This is an optimization exercise on Yosys and OpenROAD, whose aim is small area, not a production implementation. Function was checked by simulation only, so behaviour that the tests miss may differ from the original. The flow treats the clock pin as an ideal source. Dropping or thinning the clock tree relies on that and would not hold on a real chip. Power and IR drop assume default switching activity.

// top
module top (
   input wire mclk,
   input wire rst,
   input wire sensor_clk,
   input wire detecto,
   output wire [1:0] filtro_sel,
   output wire pwm_out1,
   output wire pwm_out2,
   output wire motor1,
   output wire motor2,
   output wire motor3,
   output wire motor4,
   output wire motor5,
   output wire motor6,
   output wire motor7,
   output wire motor8
);
For scale: roughly 16 I/O pins, roughly 2600 um^2 of cells after synthesis.
clock: 5.0 ns
lec_check: 0
cap_margin: 20
core_margin: 2
core_utilization: 40
slew_margin: 20
standard.sh (not shown) runs the stock make flow with config.mk's settings and CLKGATE_MAP_FILE= SYNTH_SCRIPT=/design/flow/synth_recipe.tcl, a recipe that flattens the netlist after the stock synthesis.
==> flow/flow/run.sh <==
#!/bin/bash
# ORFS layout with three changes to the standard one:
#  - after the standard synthesis, flow/remap.tcl re-maps its combinational logic for area
#    with ABC's &nf mapper (two rounds); every flip-flop instance is kept as the standard
#    synthesis made it (same names, same cells);
#  - ports are buffered with sky130_fd_sc_hd__buf_1 instead of the default buffer;
#  - the clock tree is a single level of CLK_K clock buffers, each driving one equal-sized
#    placement cluster of registers, built by flow/clock_tree.tcl in place of TritonCTS;
#    each buffer starts as CLK_BUF and is sized up until its estimated slew is under
#    CLK_SLEW_TARGET ns.
# Each tool's output goes to a log file of its own in this folder.
set -euo pipefail
R=orfs/results/${FLOW_PLATFORM}/top/base
bash standard.sh synth > synth.log 2>&1
cp $R/1_2_yosys.v $R/1_2_yosys_standard.v
export REMAP_LIB=$FLOW_HOME/platforms/${FLOW_PLATFORM}/lib/sky130_fd_sc_hd__tt_025C_1v80.lib
export REMAP_DONT_USE="sky130_fd_sc_hd__probe_p_8 sky130_fd_sc_hd__probec_p_8 sky130_fd_sc_hd__lpflow_bleeder_1 sky130_fd_sc_hd__lpflow_clkbufkapwr_1 sky130_fd_sc_hd__lpflow_clkbufkapwr_16 sky130_fd_sc_hd__lpflow_clkbufkapwr_2 sky130_fd_sc_hd__lpflow_clkbufkapwr_4 sky130_fd_sc_hd__lpflow_clkbufkapwr_8 sky130_fd_sc_hd__lpflow_clkinvkapwr_1 sky130_fd_sc_hd__lpflow_clkinvkapwr_16 sky130_fd_sc_hd__lpflow_clkinvkapwr_2 sky130_fd_sc_hd__lpflow_clkinvkapwr_4 sky130_fd_sc_hd__lpflow_clkinvkapwr_8 sky130_fd_sc_hd__lpflow_decapkapwr_12 sky130_fd_sc_hd__lpflow_decapkapwr_3 sky130_fd_sc_hd__lpflow_decapkapwr_4 sky130_fd_sc_hd__lpflow_decapkapwr_6 sky130_fd_sc_hd__lpflow_decapkapwr_8 sky130_fd_sc_hd__lpflow_inputiso0n_1 sky130_fd_sc_hd__lpflow_inputiso0p_1 sky130_fd_sc_hd__lpflow_inputiso1n_1 sky130_fd_sc_hd__lpflow_inputiso1p_1 sky130_fd_sc_hd__lpflow_inputisolatch_1 sky130_fd_sc_hd__lpflow_isobufsrc_1 sky130_fd_sc_hd__lpflow_isobufsrc_16 sky130_fd_sc_hd__lpflow_isobufsrc_2 sky130_fd_sc_hd__lpflow_isobufsrc_4 sky130_fd_sc_hd__lpflow_isobufsrc_8 sky130_fd_sc_hd__lpflow_isobufsrckapwr_16 sky130_fd_sc_hd__lpflow_lsbuf_lh_hl_isowell_tap_1 sky130_fd_sc_hd__lpflow_lsbuf_lh_hl_isowell_tap_2 sky130_fd_sc_hd__lpflow_lsbuf_lh_hl_isowell_tap_4 sky130_fd_sc_hd__lpflow_lsbuf_lh_isowell_4 sky130_fd_sc_hd__lpflow_lsbuf_lh_isowell_tap_1 sky130_fd_sc_hd__lpflow_lsbuf_lh_isowell_tap_2 sky130_fd_sc_hd__lpflow_lsbuf_lh_isowell_tap_4 "
export REMAP_IN=$R/1_2_yosys_standard.v
export REMAP_OUT=$R/1_2_yosys.v
export REMAP_SCRIPT="+strash;&get,-n;&dch,-f;&nf,-R,1000;&put;strash;&get,-n;&dch,-f;&nf,-R,1000;&put"
YOSYS=$FLOW_HOME/../tools/install/yosys/bin/yosys
[ -x "$YOSYS" ] || YOSYS=yosys
"$YOSYS" -c flow/remap.tcl > remap.log 2>&1
bash standard.sh do-1_synth > synth_odb.log 2>&1
export BUFFER_PORTS_ARGS="-buffer_cell sky130_fd_sc_hd__buf_1"
export PRE_CTS_TCL="$PWD/flow/clock_tree.tcl"
export CLK_K=3
export CLK_BUF=sky130_fd_sc_hd__buf_8
export CLK_SLEW_TARGET=0.12
bash standard.sh finish > standard.log 2>&1
Other scripts of this flow, unchanged in this note and not shown: flow/flow/clock_tree.tcl, flow/flow/remap.tcl
The baseline passed the timing, DRC and antenna checks.
Change:
--- a/flow/config.mk
+++ b/flow/config.mk
@@ -9,3 +9,4 @@
 export CORE_MARGIN = 2
-export CORE_UTILIZATION = 40
+export CORE_UTILIZATION = 85
+export PLACE_DENSITY = 0.95
 export SLEW_MARGIN = 20
Result:
- global-route usage rose by 18 points
- fmax went down by 19%
- combinational power is higher by 7.4%
- power went down by 1.3%
- core utilization went up by 48 points
- critical path depth fell by 1
- register-to-register slack degrades by 0.06 ns
- worst hold slack improves by 0.0076 ns
In every run of this note, the design's own scripts or RTL, not TritonCTS, make the clock network.

## static timing again, ports no longer ideal
The flow's constraints put no driver on any port. The routed layouts listed below were extracted and timed again, unchanged, in two steps. Step 1 (the two cells are an assumption about what drives the block):
set clk [get_ports {mclk}]
set_driving_cell -lib_cell sky130_fd_sc_hd__clkbuf_16 $clk
set_driving_cell -lib_cell sky130_fd_sc_hd__buf_2 [delete_from_list [all_inputs] $clk]
Step 2 also shifts input and output timing later by t, the mid clock arrival at the registers, as if the neighbouring blocks saw the same clock. a / b / c = no drivers / after step 1 / after step 2; a / b = the first two.
run	shift t [ns]	setup WS [ns]	worst setup path after step 2	worst register clock-pin slew, ns	worst slew at a driven data input, ns
the first run	0.211	3.036 / 3.087 / 2.876	input to register	0.11 / 0.11	0.03
the second run	0.199	2.581 / 2.614 / 2.415	input to register	0.11 / 0.11	0.03
After both steps every run listed still meets setup and hold. For the second run, which loses most, drivers alone change the setup slack by +0.033 ns; drivers and shift together by -0.166 ns.
